Source: an optimization exercise on an open RTL-to-GDS flow (aim: small area and a short achievable clock period). Production flows keep margins and buffers that such runs may drop.

Design ks_vandana_fp_div, start of the top module:
module ks_vandana_fp_div(
	a1,
	b1,
	c,
	clk
);
	input wire [31:0] a1;
	input wire [31:0] b1;
	input wire clk;
	output wire [31:0] c;
	localparam integer K1 = 3;
	wire        sc0 = a1[31] ^ b1[31];
	wire [7:0]  e0  = (a1[30:23] - b1[30:23]) + 8'd127;
	wire        q1  = a1[22] | ~b1[22];
	wire [26:0] ys [2:13];
	wire [26:0] yc [2:13];
	wire [23:0] mbv [1:13];
	wire [2:0]  dig [2:13];    
	wire [24:0] vs, vc;        
	assign mbv[1] = {1'b1, b1[22:0]};
	assign ys[2] = {2'b00, 1'b1, a1[22:0], q1};
	assign yc[2] = q1 ? ~{1'b0, 1'b1, b1[22:0], 2'b00} : 27'd0;
	reg        sc1, sc2;
	reg [7:0]  e1, e2;
	reg [22:0] mb1;
	reg [26:0] ys1, yc1;
	reg [24:0] vs2, vc2;
	reg        q1_1, q1_2;
	reg [3*K1-1:3] dg1;         
	reg [35:0] dg2;             
	genvar j;
	generate
		for (j = 2; j <= 13; j = j + 1) begin : step
			wire [26:0] s_in, c_in;
			wire [23:0] mb;
			if (j == K1 + 1) begin : from1
				assign s_in = ys1;
				assign c_in = yc1;
				assign mb = {1'b1, mb1};
			end else begin : direct
				assign s_in = ys[j];
				assign c_in = yc[j];
				assign mb = mbv[j-1];
			end
			assign mbv[j] = mb;
			wire qpos, two, one;
			wire [24:0] m;
  ...
==> module ks_vandana_fp_div, before the edit <==
module ks_vandana_fp_div(
	a1,
	b1,
	c,
	clk
);
	input wire [31:0] a1;
	input wire [31:0] b1;
	input wire clk;
	output wire [31:0] c;
	localparam integer K1 = 3;
	wire        sc0 = a1[31] ^ b1[31];
	wire [7:0]  e0  = (a1[30:23] - b1[30:23]) + 8'd127;
	wire        q1  = a1[22] | ~b1[22];
	wire [26:0] ys [2:13];
	wire [26:0] yc [2:13];
	wire [23:0] mbv [1:13];
	wire [2:0]  dig [2:13];    
	wire [24:0] vs, vc;        
	assign mbv[1] = {1'b1, b1[22:0]};
	assign ys[2] = {2'b00, 1'b1, a1[22:0], q1};
	assign yc[2] = q1 ? ~{1'b0, 1'b1, b1[22:0], 2'b00} : 27'd0;
	reg        sc1, sc2;
	reg [7:0]  e1, e2;
	reg [22:0] mb1;
	reg [26:0] ys1, yc1;
	reg [24:0] vs2, vc2;
	reg        q1_1, q1_2;
	reg [3*K1-1:3] dg1;         
	reg [35:0] dg2;             
	genvar j;
	generate
		for (j = 2; j <= 13; j = j + 1) begin : step
			wire [26:0] s_in, c_in;
			wire [23:0] mb;
			if (j == K1 + 1) begin : from1
				assign s_in = ys1;
				assign c_in = yc1;
				assign mb = {1'b1, mb1};
			end else begin : direct
				assign s_in = ys[j];
				assign c_in = yc[j];
				assign mb = mbv[j-1];
			end
			assign mbv[j] = mb;
			wire qpos, two, one;
			wire [24:0] m;
			r4_ctl u_ctl (.sh(s_in[26:20]), .ch(c_in[26:20]), .mb(mb),
				.qpos(qpos), .two(two), .one(one), .m(m));
			wire [2:0] q = {qpos, two, one};
			wire [24:0] so, co;
			genvar i;
			for (i = (j == 2) ? 0 : 2; i < 25; i = i + 1) begin : bt
				r4_fa u_fa (.a(s_in[i]), .b(c_in[i]), .ci(m[i]), .s(so[i]), .co(co[i]));
			end
			if (j > 2) begin : blo
				assign so[1:0] = m[1:0];
				assign co[1:0] = 2'b00;
			end
			wire [24:0] wc = {co[23:0], qpos};
			assign dig[j] = q;
			if (j < 13) begin : nxt
				assign ys[j+1] = {so, 2'b00};
				assign yc[j+1] = {wc, 2'b00};
			end else begin : last
				assign vs = so;
				assign vc = wc;
			end
		end
	endgenerate
	wire [3*12-1:0] dall;
	generate
		for (j = 2; j <= 13; j = j + 1) begin : gath
			assign dall[3*(13-j)+2:3*(13-j)] = dig[j];
		end
	endgenerate
	always @(posedge clk) begin
		sc1 <= sc0;
		e1 <= e0;
		mb1 <= b1[22:0];
		q1_1 <= q1;
		ys1 <= ys[K1+1];
		yc1 <= yc[K1+1];
		dg1 <= dall[35:36-3*(K1-1)];
		sc2 <= sc1;
		e2 <= e1;
		q1_2 <= q1_1;
		vs2 <= vs;
		vc2 <= vc;
		dg2 <= {dg1, dall[35-3*(K1-1):0]};
	end
	wire [35:0] dq = dg2;
	wire [24:0] qp, qn;
	assign qp[24] = q1_2;
	assign qn[24] = 1'b0;
	generate
		for (j = 2; j <= 13; j = j + 1) begin : conv
			wire [2:0] d = dq[3*(13-j)+2:3*(13-j)];
			assign qp[2*(13-j)+1:2*(13-j)] = d[2] ? d[1:0] : 2'b00;
			assign qn[2*(13-j)+1:2*(13-j)] = d[2] ? 2'b00 : d[1:0];
		end
	endgenerate
	wire [24:0] v = vs2 + vc2;
	wire [24:0] f = qp - qn - {24'd0, v[24]};
	wire [22:0] frac = f[23] ? f[22:0] : {f[21:0], 1'b0};
	wire [7:0]  ex = f[23] ? e2 : e2 - 8'd1;
	assign c = {sc2, ex, frac};
endmodule
==> module r4_sel, before the edit <==
module r4_sel(sh, ch, di, qpos, two, one);
input wire [6:0] sh; input wire [6:0] ch; input wire [2:0] di; output wire qpos, two, one;
wire [6:0] e = sh + ch;
wire ge1 = ~e[6] & (e[5] | e[4] | e[3] | (e[2] & (~di[2] | e[1])));
wire ge0 = ~e[6] | (e[5] & e[4] & e[3] & (e[2] | (di[2] ? (e[1] | e[0]) : (e[1] & e[0]))));
reg ge2, gem1;
always @(*) begin
  case (di)
    3'd0: begin ge2 = ~e[6] & (e[5:0] >= 6'd12); gem1 = ~e[6] | (e[5:0] >= 6'd51); end
    3'd1: begin ge2 = ~e[6] & (e[5:0] >= 6'd14); gem1 = ~e[6] | (e[5:0] >= 6'd49); end
    3'd2: begin ge2 = ~e[6] & (e[5:0] >= 6'd15); gem1 = ~e[6] | (e[5:0] >= 6'd48); end
    3'd3: begin ge2 = ~e[6] & (e[5:0] >= 6'd16); gem1 = ~e[6] | (e[5:0] >= 6'd46); end
    3'd4: begin ge2 = ~e[6] & (e[5:0] >= 6'd18); gem1 = ~e[6] | (e[5:0] >= 6'd44); end
    3'd5: begin ge2 = ~e[6] & (e[5:0] >= 6'd20); gem1 = ~e[6] | (e[5:0] >= 6'd44); end
    3'd6: begin ge2 = ~e[6] & (e[5:0] >= 6'd20); gem1 = ~e[6] | (e[5:0] >= 6'd42); end
    3'd7: begin ge2 = ~e[6] & (e[5:0] >= 6'd24); gem1 = ~e[6] | (e[5:0] >= 6'd40); end
  endcase
end
assign qpos = ge1;
assign two = ge2 | ~gem1;
assign one = (ge1 & ~ge2) | (gem1 & ~ge0);
endmodule
==> module r4_ctl, before the edit <==
module r4_ctl(sh, ch, mb, qpos, two, one, m);
	input wire [6:0] sh;
	input wire [6:0] ch;
	input wire [23:0] mb;
	output wire qpos;
	output wire two;
	output wire one;
	output wire [24:0] m;
	r4_sel u_sel (.sh(sh), .ch(ch), .di(mb[22:20]), .qpos(qpos), .two(two), .one(one));
	wire [24:0] t = ({25{one}} & {1'b0, mb}) | ({25{two}} & {mb, 1'b0});
	assign m = t ^ {25{qpos}};
endmodule
make LEC_CHECK=0 CAP_MARGIN=20 CORE_MARGIN=2 CORE_UTILIZATION=40 SLEW_MARGIN=20 SYNTH_HIERARCHICAL=1 finish   # period 120.0 ns
run.sh (not shown) runs the stock make flow with config.mk's settings and CLKGATE_MAP_FILE= SYNTH_SCRIPT=/design/flow/synth_recipe.tcl, a recipe that flattens the netlist after the stock synthesis.
==> next run, changes <==
--- a/flow/design.v
+++ b/flow/design.v
@@ -45,16 +45,21 @@
 			assign mbv[j] = mb;
 			wire qpos, two, one;
-			wire [24:0] m;
-			r4_ctl u_ctl (.sh(s_in[26:20]), .ch(c_in[26:20]), .mb(mb),
-				.qpos(qpos), .two(two), .one(one), .m(m));
+			r4_sel u_sel (.sh(s_in[26:20]), .ch(c_in[26:20]), .di(mb[22:20]),
+				.qpos(qpos), .two(two), .one(one));
 			wire [2:0] q = {qpos, two, one};
 			wire [24:0] so, co;
+			wire [24:0] mbl = {1'b0, mb};
+			wire [24:0] mbh = {mb, 1'b0};
 			genvar i;
 			for (i = (j == 2) ? 0 : 2; i < 25; i = i + 1) begin : bt
-				r4_fa u_fa (.a(s_in[i]), .b(c_in[i]), .ci(m[i]), .s(so[i]), .co(co[i]));
+				wire m = ((one & mbl[i]) | (two & mbh[i])) ^ qpos;
+				r4_fa u_fa (.a(s_in[i]), .b(c_in[i]), .ci(m), .s(so[i]), .co(co[i]));
 			end
 			if (j > 2) begin : blo
-				assign so[1:0] = m[1:0];
-				assign co[1:0] = 2'b00;
+				for (i = 0; i < 2; i = i + 1) begin : bl
+					wire m = ((one & mbl[i]) | (two & mbh[i])) ^ qpos;
+					assign so[i] = m;
+					assign co[i] = 1'b0;
+				end
 			end
 			wire [24:0] wc = {co[23:0], qpos};
@@ -114,30 +119,19 @@
 reg ge2, gem1;
 always @(*) begin
-  case (di)
-    3'd0: begin ge2 = ~e[6] & (e[5:0] >= 6'd12); gem1 = ~e[6] | (e[5:0] >= 6'd51); end
-    3'd1: begin ge2 = ~e[6] & (e[5:0] >= 6'd14); gem1 = ~e[6] | (e[5:0] >= 6'd49); end
-    3'd2: begin ge2 = ~e[6] & (e[5:0] >= 6'd15); gem1 = ~e[6] | (e[5:0] >= 6'd48); end
-    3'd3: begin ge2 = ~e[6] & (e[5:0] >= 6'd16); gem1 = ~e[6] | (e[5:0] >= 6'd46); end
-    3'd4: begin ge2 = ~e[6] & (e[5:0] >= 6'd18); gem1 = ~e[6] | (e[5:0] >= 6'd44); end
-    3'd5: begin ge2 = ~e[6] & (e[5:0] >= 6'd20); gem1 = ~e[6] | (e[5:0] >= 6'd44); end
-    3'd6: begin ge2 = ~e[6] & (e[5:0] >= 6'd20); gem1 = ~e[6] | (e[5:0] >= 6'd42); end
-    3'd7: begin ge2 = ~e[6] & (e[5:0] >= 6'd24); gem1 = ~e[6] | (e[5:0] >= 6'd40); end
-  endcase
+  if (di[2]) begin
+    if (di[1]) begin ge2 = ~e[6] & (e[5:0] >= 6'd22); gem1 = ~e[6] | (e[5:0] >= 6'd41); end
+    else begin ge2 = ~e[6] & (e[5:0] >= 6'd19); gem1 = ~e[6] | (e[5:0] >= 6'd44); end
+  end else begin
+    case (di[1:0])
+      2'd0: begin ge2 = ~e[6] & (e[5:0] >= 6'd12); gem1 = ~e[6] | (e[5:0] >= 6'd51); end
+      2'd1: begin ge2 = ~e[6] & (e[5:0] >= 6'd14); gem1 = ~e[6] | (e[5:0] >= 6'd49); end
+      2'd2: begin ge2 = ~e[6] & (e[5:0] >= 6'd15); gem1 = ~e[6] | (e[5:0] >= 6'd48); end
+      default: begin ge2 = ~e[6] & (e[5:0] >= 6'd16); gem1 = ~e[6] | (e[5:0] >= 6'd46); end
+    endcase
+  end
 end
 assign qpos = ge1;
 assign two = ge2 | ~gem1;
 assign one = (ge1 & ~ge2) | (gem1 & ~ge0);
-endmodule
-module r4_ctl(sh, ch, mb, qpos, two, one, m);
-	input wire [6:0] sh;
-	input wire [6:0] ch;
-	input wire [23:0] mb;
-	output wire qpos;
-	output wire two;
-	output wire one;
-	output wire [24:0] m;
-	r4_sel u_sel (.sh(sh), .ch(ch), .di(mb[22:20]), .qpos(qpos), .two(two), .one(one));
-	wire [24:0] t = ({25{one}} & {1'b0, mb}) | ({25{two}} & {mb, 1'b0});
-	assign m = t ^ {25{qpos}};
 endmodule
 module r4_fa(a, b, ci, s, co);
The changed run finished with timing, DRC and antenna clean. Worst setup slack improved by 2.1 ns. Maximum frequency climbs by 5.5%. Final area drops by 7.3%. Die area drops by 7.1%. Synthesized cell count drops by 2.9%. Via count drops by 5.6%. Wire length drops by 10%. Sequential share of layout area climbs by 0.99 points. Global-route usage drops by 0.33 points. Critical path depth drops by 9. Count of clock-buffer cells in the layout stays the same. Utilization climbs by 0.28 points.
Function was not checked in any run of this note: the RTL went through the layout flow alone.

==> what the ideal ports hide <==
Ports are ideal in the flow. The routed layouts listed here were re-timed in OpenROAD. Step 1 assumes that a clkbuf_16 drives the clock port and a buf_2 every other input. Step 2 moves the port delays by t, midway between the first and last clock arrival at a register: inputs arrive t later, outputs are due t later. That takes back most of the time a late clock gives input paths. Three values: ideal ports, drivers, drivers and shift; two values: the first two.
run	shift t [ns]	setup WS [ns]	worst setup path at the end	worst data-port slew with drivers (ns)
the first run	0.523	79.893 / 79.893 / 79.893	register to register	0.06
the second run	0.510	81.997 / 81.997 / 81.997	register to register	0.05
After both steps every run listed still meets setup and hold.
